From an optimization exercise on the open Yosys and OpenROAD flow, aimed at small area; shortcuts taken in it are not production practice.
In this exercise RTL edits were held to simulation tests only and were not proved equivalent to the original.
No activity file was given, so power comes from the tool's default toggle rates.

## try-willow
// ALUUnit
module ALUUnit(clock, ALUOp, funct, a, b, result, zero, carryOut);
Settings: LEC_CHECK=0, CAP_MARGIN=20, CORE_MARGIN=2, CORE_UTILIZATION=40, SLEW_MARGIN=20; clock period 5.0 ns.
standard.sh (not shown) runs the stock make flow with config.mk's settings and CLKGATE_MAP_FILE= SYNTH_SCRIPT=/design/flow/synth_recipe.tcl, a recipe that flattens the netlist after the stock synthesis.
==> flow/flow/run.sh <==
#!/bin/bash
# Standard ORFS layout with three changes: the combinational logic of the
# standard synthesis is re-mapped by ABC for area (registers untouched),
# the port buffers use the smallest buffer, and CTS builds its tree from
# clkbuf_4 without dummy loads.
set -euo pipefail
export BUFFER_PORTS_ARGS="-buffer_cell sky130_fd_sc_hd__buf_1"
export CTS_ARGS="-sink_clustering_enable -repair_clock_nets -dont_use_dummy_load -buf_list sky130_fd_sc_hd__clkbuf_4"
R=orfs/results/${FLOW_PLATFORM}/ALUUnit/base
bash standard.sh synth > standard_synth.log 2>&1
cp $R/1_2_yosys.v $R/1_2_yosys_std.v
LIB=$FLOW_HOME/platforms/sky130hd/lib/sky130_fd_sc_hd__tt_025C_1v80.lib
DU=""
for c in $(grep -oE "cell *\( *\"?sky130_fd_sc_hd__(lpflow|probe)[a-z0-9_]*" $LIB | grep -oE "sky130_fd_sc_hd__\w+"); do DU="$DU -dont_use $c"; done
YOSYS=${YOSYS_EXE:-yosys}
$YOSYS -p "read_liberty -ignore_miss_func $LIB; \
  setattr -mod -set blackbox 1 sky130_fd_sc_hd__dfxtp_1 sky130_fd_sc_hd__edfxtp_1 sky130_fd_sc_hd__ha_1 sky130_fd_sc_hd__fa_1 sky130_fd_sc_hd__conb_1; \
  read_verilog $R/1_2_yosys_std.v; hierarchy -top $FLOW_TOP; flatten; opt -purge; \
  abc -liberty $LIB -script $PWD/flow/remap.abc $DU; \
  opt_clean -purge; rename -hide w:*.*; stat -liberty $LIB; \
  write_verilog -noattr -nohex -nodec $R/1_2_yosys.v" > remap.log 2>&1
rm -f $R/1_synth.odb $R/1_synth.sdc
bash standard.sh finish > standard_finish.log 2>&1
==> flow/flow/remap.abc <==
&get -n
&st
&dch
&nf -R 100
&put
--- input diff try-willow..try-fjord ---
==> flow/flow/run.sh <==
#!/bin/bash
set -euo pipefail
export BUFFER_PORTS_ARGS="-buffer_cell sky130_fd_sc_hd__buf_1"
export CTS_ARGS="-sink_clustering_enable -repair_clock_nets -dont_use_dummy_load -buf_list sky130_fd_sc_hd__clkbuf_4 -sink_clustering_size 35 -sink_clustering_max_diameter 200"
bash standard.sh finish > standard_flow.log 2>&1
removed: flow/flow/remap.abc
Notes after the runs:
The post-synthesis average cell area of try-fjord is lower than that of try-willow.
try-fjord: worst setup slack after placement 450 ps above try-willow
try-fjord supports a higher top clock frequency than try-willow.
diff inputs: try-fjord => try-maple
- putting ABC_AREA at 1 where nothing was set
==> flow/run.sh (new file) <==
#!/bin/bash
# synth_recipe.tcl (not shown) runs the flow's synth.tcl, then flattens the netlist and writes it again
# the make line also repeats each setting of config.mk as NAME=value (left out here)
make -C /OpenROAD-flow-scripts/flow DESIGN_CONFIG=/design/flow/config.mk WORK_HOME=/design/flow/orfs CLKGATE_MAP_FILE= SYNTH_SCRIPT=/design/flow/synth_recipe.tcl finish
removed: flow/flow/run.sh
removed: flow/standard.sh
==> summary.txt <==
Data arrival time of the critical path: try-maple < try-fjord. Summary of try-maple over try-fjord: setup slack on the worst flop-to-flop path shows an increase of 70 ps; non-clock buffer count shows an increase of 0.92%.
Here is what was changed in the inputs of try-delta compared with try-maple.
- removing ABC_AREA (formerly 1)
==> flow/flow/run.sh (new file) <==
#!/bin/bash
set -euo pipefail
export BUFFER_PORTS_ARGS="-buffer_cell sky130_fd_sc_hd__buf_1"
export CTS_ARGS="-sink_clustering_enable -repair_clock_nets -dont_use_dummy_load -buf_list sky130_fd_sc_hd__clkbuf_4 -sink_clustering_size 64 -sink_clustering_max_diameter 500 -sink_clustering_levels 1"
bash standard.sh finish > standard_flow.log 2>&1
==> flow/standard.sh (new file) <==
#!/bin/bash
# synth_recipe.tcl (not shown) runs the flow's synth.tcl, then flattens the netlist and writes it again
# the make line also repeats each setting of config.mk as NAME=value (left out here)
make -C /OpenROAD-flow-scripts/flow DESIGN_CONFIG=/design/flow/config.mk WORK_HOME=/design/flow/orfs CLKGATE_MAP_FILE= SYNTH_SCRIPT=/design/flow/synth_recipe.tcl "${@:-finish}"
removed: flow/run.sh
Notes after the runs:
- Relative to try-maple, combinational fraction of design power has gone down in try-delta.
- Measured against each other, try-maple and try-delta differ in count of clock-buffer cells in the layout, the lower figure coming from try-delta.
- Between try-maple and try-delta, the flow reports total nets after synthesis decreasing by more than 10%.
- Between try-maple and try-delta, the share of the core filled with cells is lower for try-delta.
- | routed wire length | try-maple vs try-delta | ≈ equal |
- Cmp try-maple and try-delta / slew at the pin closest to its max-slew limit / lower: try-maple
What try-violet does differently from try-delta at the input level:
==> flow/flow/run.sh <==
#!/bin/bash
# Standard ORFS layout, with the port buffers made from the smallest buffer
# instead of the default delay buffer.
set -euo pipefail
export BUFFER_PORTS_ARGS="-buffer_cell sky130_fd_sc_hd__buf_1"
bash standard.sh finish > standard_flow.log 2>&1
--- outcome ---
No stage failed in try-violet, and the final checks on the layout all came back clean. In the tables for try-violet and try-delta, total length of routed wires reads lower with try-delta. Switching portion of total power (lower): try-violet. The higher power came out of try-violet.
Inputs modified between try-violet and try-amber:
==> flow/flow/run.sh <==
#!/bin/bash
set -euo pipefail
export BUFFER_PORTS_ARGS="-buffer_cell sky130_fd_sc_hd__buf_1"
export CTS_ARGS="-repair_clock_nets -dont_use_dummy_load -buf_list sky130_fd_sc_hd__clkbuf_8"
bash standard.sh finish > standard_flow.log 2>&1
Notes after the runs:
- try-amber finished every step from synthesis to the final layout, and the layout passed the timing, design-rule and antenna checks.
- try-amber vs. try-violet: global-route usage went down by 0.16 points.
- Final critical path time including I/O delays and setup in try-amber is 6.7 ps above try-violet.
- Looking at global-route met1 utilization, try-amber sits 0.43 points lower than try-violet does.
- Diff try-violet -> try-amber: slack of the critical path has decreased, total power has decreased, number of cells in the finished layout apart from fillers lost 7, required time reported for the critical path endpoint ~0 delta, design area dropped 1.8%.
- The switching share of total power on try-violet is in line with that on try-amber.
- | count of clock-buffer cells in the layout | try-amber vs try-violet | 1 lower |

========
pepper:
Another version of the RTL of ALUUnit (not shown whole).
For scale: about 320 cells after synthesis, ~0.0032 mm^2 of cells after synthesis.
clock: 5.0 ns
lec_check: 0
cap_margin: 20
core_margin: 2
core_utilization: 40
slew_margin: 20
==> flow/flow/run.sh <==
#!/bin/bash
# Standard ORFS layout with three changes: synthesis maps the logic with
# an area-oriented ABC script (flow/synth.abc) in place of ORFS's speed
# script (the registers come out as in the standard synthesis), the port
# buffers use the smallest buffer, and CTS builds its tree from clkbuf_4
# without dummy loads.
set -euo pipefail
export BUFFER_PORTS_ARGS="-buffer_cell sky130_fd_sc_hd__buf_1"
export CTS_ARGS="-sink_clustering_enable -repair_clock_nets -dont_use_dummy_load -buf_list sky130_fd_sc_hd__clkbuf_4"
export MY_ABC_SCRIPT=$PWD/flow/synth.abc
# synth_recipe.tcl with ORFS's ABC script swapped for flow/synth.abc
{
  head -n 1 synth_recipe.tcl
  cat flow/abc_override.tcl
  tail -n +2 synth_recipe.tcl
} > my_synth.tcl
sed -e "s#$PWD/synth_recipe.tcl#$PWD/my_synth.tcl#g" standard.sh > my_standard.sh
grep -q my_synth.tcl my_standard.sh
bash my_standard.sh finish > standard_flow.log 2>&1
==> flow/flow/abc_override.tcl <==
proc abc {args} {
  set i [lsearch -exact $args -script]
  if { $i >= 0 } { lset args [expr {$i + 1}] $::env(MY_ABC_SCRIPT) }
  yosys abc {*}$args
}
==> flow/flow/synth.abc <==
&get -n
&st
&dch
&nf -R 0 -p -E 100
&st
&dch
&nf -R 0 -p -E 100
&put
Inputs modified between pepper and umber:
- an added GPL_TIMING_DRIVEN of 0
- an added GPL_ROUTABILITY_DRIVEN of 0
diff --git a/flow/flow/run.sh b/flow/flow/run.sh
--- a/flow/flow/run.sh
+++ b/flow/flow/run.sh
@@ -8,4 +8,5 @@
 export BUFFER_PORTS_ARGS="-buffer_cell sky130_fd_sc_hd__buf_1"
 export CTS_ARGS="-sink_clustering_enable -repair_clock_nets -dont_use_dummy_load -buf_list sky130_fd_sc_hd__clkbuf_4"
+export RECOVER_POWER=100
 export MY_ABC_SCRIPT=$PWD/flow/synth.abc
 # synth_recipe.tcl with ORFS's ABC script swapped for flow/synth.abc
==> flow/flow/synth.abc <==
&get -n
&st
&dch -f
&nf -R 0 -p -E 100
&put
Results
Any difference in worst-skew pair later-pin latency between pepper and umber is small enough to ignore. Re first-pass GRT wire length: umber and pepper aren't equal, and the lower value belongs to umber. Summary of umber over pepper: synthesis-to-layout area growth went down 0.79 points, end-of-flow core utilization went down 0.65 points. Against pepper as the reference, umber delivers a higher register area share after synthesis. The final reports for umber and pepper show combinational fraction of design power higher in the former. Compared with pepper, umber improves total wire length after detailed routing. STATUS design area: umber wins against pepper. Changes observed in umber relative to pepper: power density over cell area increased by about 6% relative to the old numbers, register-to-register slack went down.
Modified inputs, maple compared to umber
- removing GPL_ROUTABILITY_DRIVEN (formerly 0)
- removing GPL_TIMING_DRIVEN (formerly 0)
==> comparison <==
- Non-clock buffer count: maple and umber compared, higher one is maple
- Status: area added between synthesis and finish parity (maple, umber)
- maple against umber: final-layout setup total negative slack barely changed, clock share of power dropped 0.3 points.
- Via count grows slightly when moving from umber to maple.
- On sequential share of layout area, maple tracks umber almost exactly.
- The destination of the critical timing path comes out carryQ in one run and resultQ[30] in the other, namely in umber and maple respectively.
- Summary — total power consumption of the routed design, maple relative to umber: lower, by about 0.4%.
- Compared with umber, maple shows net load switching power lower by 1.1%.
- Cell area of maple is on par with umber.
- Max freq umber -> maple: improved
> inputs changed (maple -> nickel)
- GPL_TIMING_DRIVEN now 0, previously not set
### Flow results
Areal power density over the cells: nickel vs maple up 0.33%. Compared to maple, nickel reaches a lower achievable clock. The cell at the slowest stage of the critical path comes out sky130_fd_sc_hd__a21oi_4 in one run and sky130_fd_sc_hd__a2111oi_0 in the other, namely in nickel and maple respectively. Looking at met1 track utilization from global routing across nickel and maple, the one that comes out higher is nickel. nickel and maple ended up with roughly the same fraction of cell area in non-clock buffers.
#### Input delta (quartz over nickel)
- GPL_TIMING_DRIVEN no longer set, was 0
diff --git a/flow/flow/run.sh b/flow/flow/run.sh
--- a/flow/flow/run.sh
+++ b/flow/flow/run.sh
@@ -8,5 +8,4 @@
 export BUFFER_PORTS_ARGS="-buffer_cell sky130_fd_sc_hd__buf_1"
 export CTS_ARGS="-sink_clustering_enable -repair_clock_nets -dont_use_dummy_load -buf_list sky130_fd_sc_hd__clkbuf_4"
-export RECOVER_POWER=100
 export MY_ABC_SCRIPT=$PWD/flow/synth.abc
 # synth_recipe.tcl with ORFS's ABC script swapped for flow/synth.abc
==> flow/flow/synth.abc <==
&get -n
&st
&dch 
&nf -R 1000 -p -E 100
&put
Findings:
Part of the total power dissipated in the clock network in quartz vs nickel: down 0.7 points
Comparing nickel against quartz, there is no change at all in placement row count.
Comparing quartz and nickel, proportion of final cell area spent on non-clock buffers is higher on quartz.
For quartz, the worst setup path endpoint was resultQ[31], unlike nickel, where it was carryQ.
| horizontal die dimension | quartz vs nickel | ≈ equal |
Number of nets in the layout was higher in quartz than in nickel.
| worst ir drop on vdd | higher: quartz |
As far as combined area of all synthesized cells is concerned, quartz and nickel perform about the same.
Setup slack: quartz more than nickel
The met2 track utilization from global routing number comes out higher for nickel vs quartz.
The final reports for quartz and nickel show worst-path maximum fanout lower in the former.
Data arrival time of the worst path, quartz and nickel: larger value in nickel

[port drivers added, routing unchanged]
The results above use ideal ports. As a check the final layouts listed here were re-extracted and re-timed, cells and wires unchanged. Step 1 sets driving cells, clkbuf_16 on the clock port and buf_2 on the other inputs (assumed; they add their load-dependent delay and slew). Step 2 also shifts input and output timing later by t, the mid clock arrival at the registers, as if the neighbouring blocks saw the same clock. Slacks: ideal ports / drivers / drivers and shift; pairs: ideal ports / drivers.
run | t, ns | setup slack, ns | hold slack, ns | clock arrival spread, ns | cell pins on the clock port's net
try-willow | 0.424 | 0.490 / 0.495 / 0.071 | 0.322 / 0.322 / 0.322 | 0.012 / 0.013 | 1
try-fjord | 0.412 | 0.938 / 0.946 / 0.534 | 0.290 / 0.290 / 0.290 | 0.033 / 0.033 | 1
try-maple | 0.360 | 1.014 / 1.019 / 0.659 | 0.315 / 0.315 / 0.315 | 0.015 / 0.015 | 1
try-delta | 0.412 | 0.938 / 0.946 / 0.534 | 0.290 / 0.290 / 0.290 | 0.033 / 0.033 | 1
try-violet | 0.362 | 0.865 / 0.875 / 0.512 | 0.314 / 0.314 / 0.314 | 0.013 / 0.013 | 1
try-amber | 0.351 | 0.858 / 0.868 / 0.518 | 0.301 / 0.301 / 0.301 | 0.021 / 0.021 | 1
pepper | 0.411 | 0.746 / 0.751 / 0.340 | 0.318 / 0.318 / 0.318 | 0.033 / 0.033 | 1
umber | 0.416 | 0.250 / 0.258 / -0.159 | 0.314 / 0.314 / 0.314 | 0.029 / 0.029 | 1
maple | 0.403 | 0.815 / 0.822 / 0.419 | 0.315 / 0.315 / 0.315 | 0.027 / 0.027 | 1
nickel | 0.416 | 0.250 / 0.258 / -0.159 | 0.314 / 0.314 / 0.314 | 0.029 / 0.029 | 1
quartz | 0.412 | 0.409 / 0.417 / 0.005 | 0.324 / 0.324 / 0.324 | 0.046 / 0.046 | 1
With both steps, setup timing fails in umber and nickel, where it was met with ideal ports. For try-willow, which loses most, drivers alone change the setup slack by +0.005 ns; drivers and shift together by -0.419 ns.
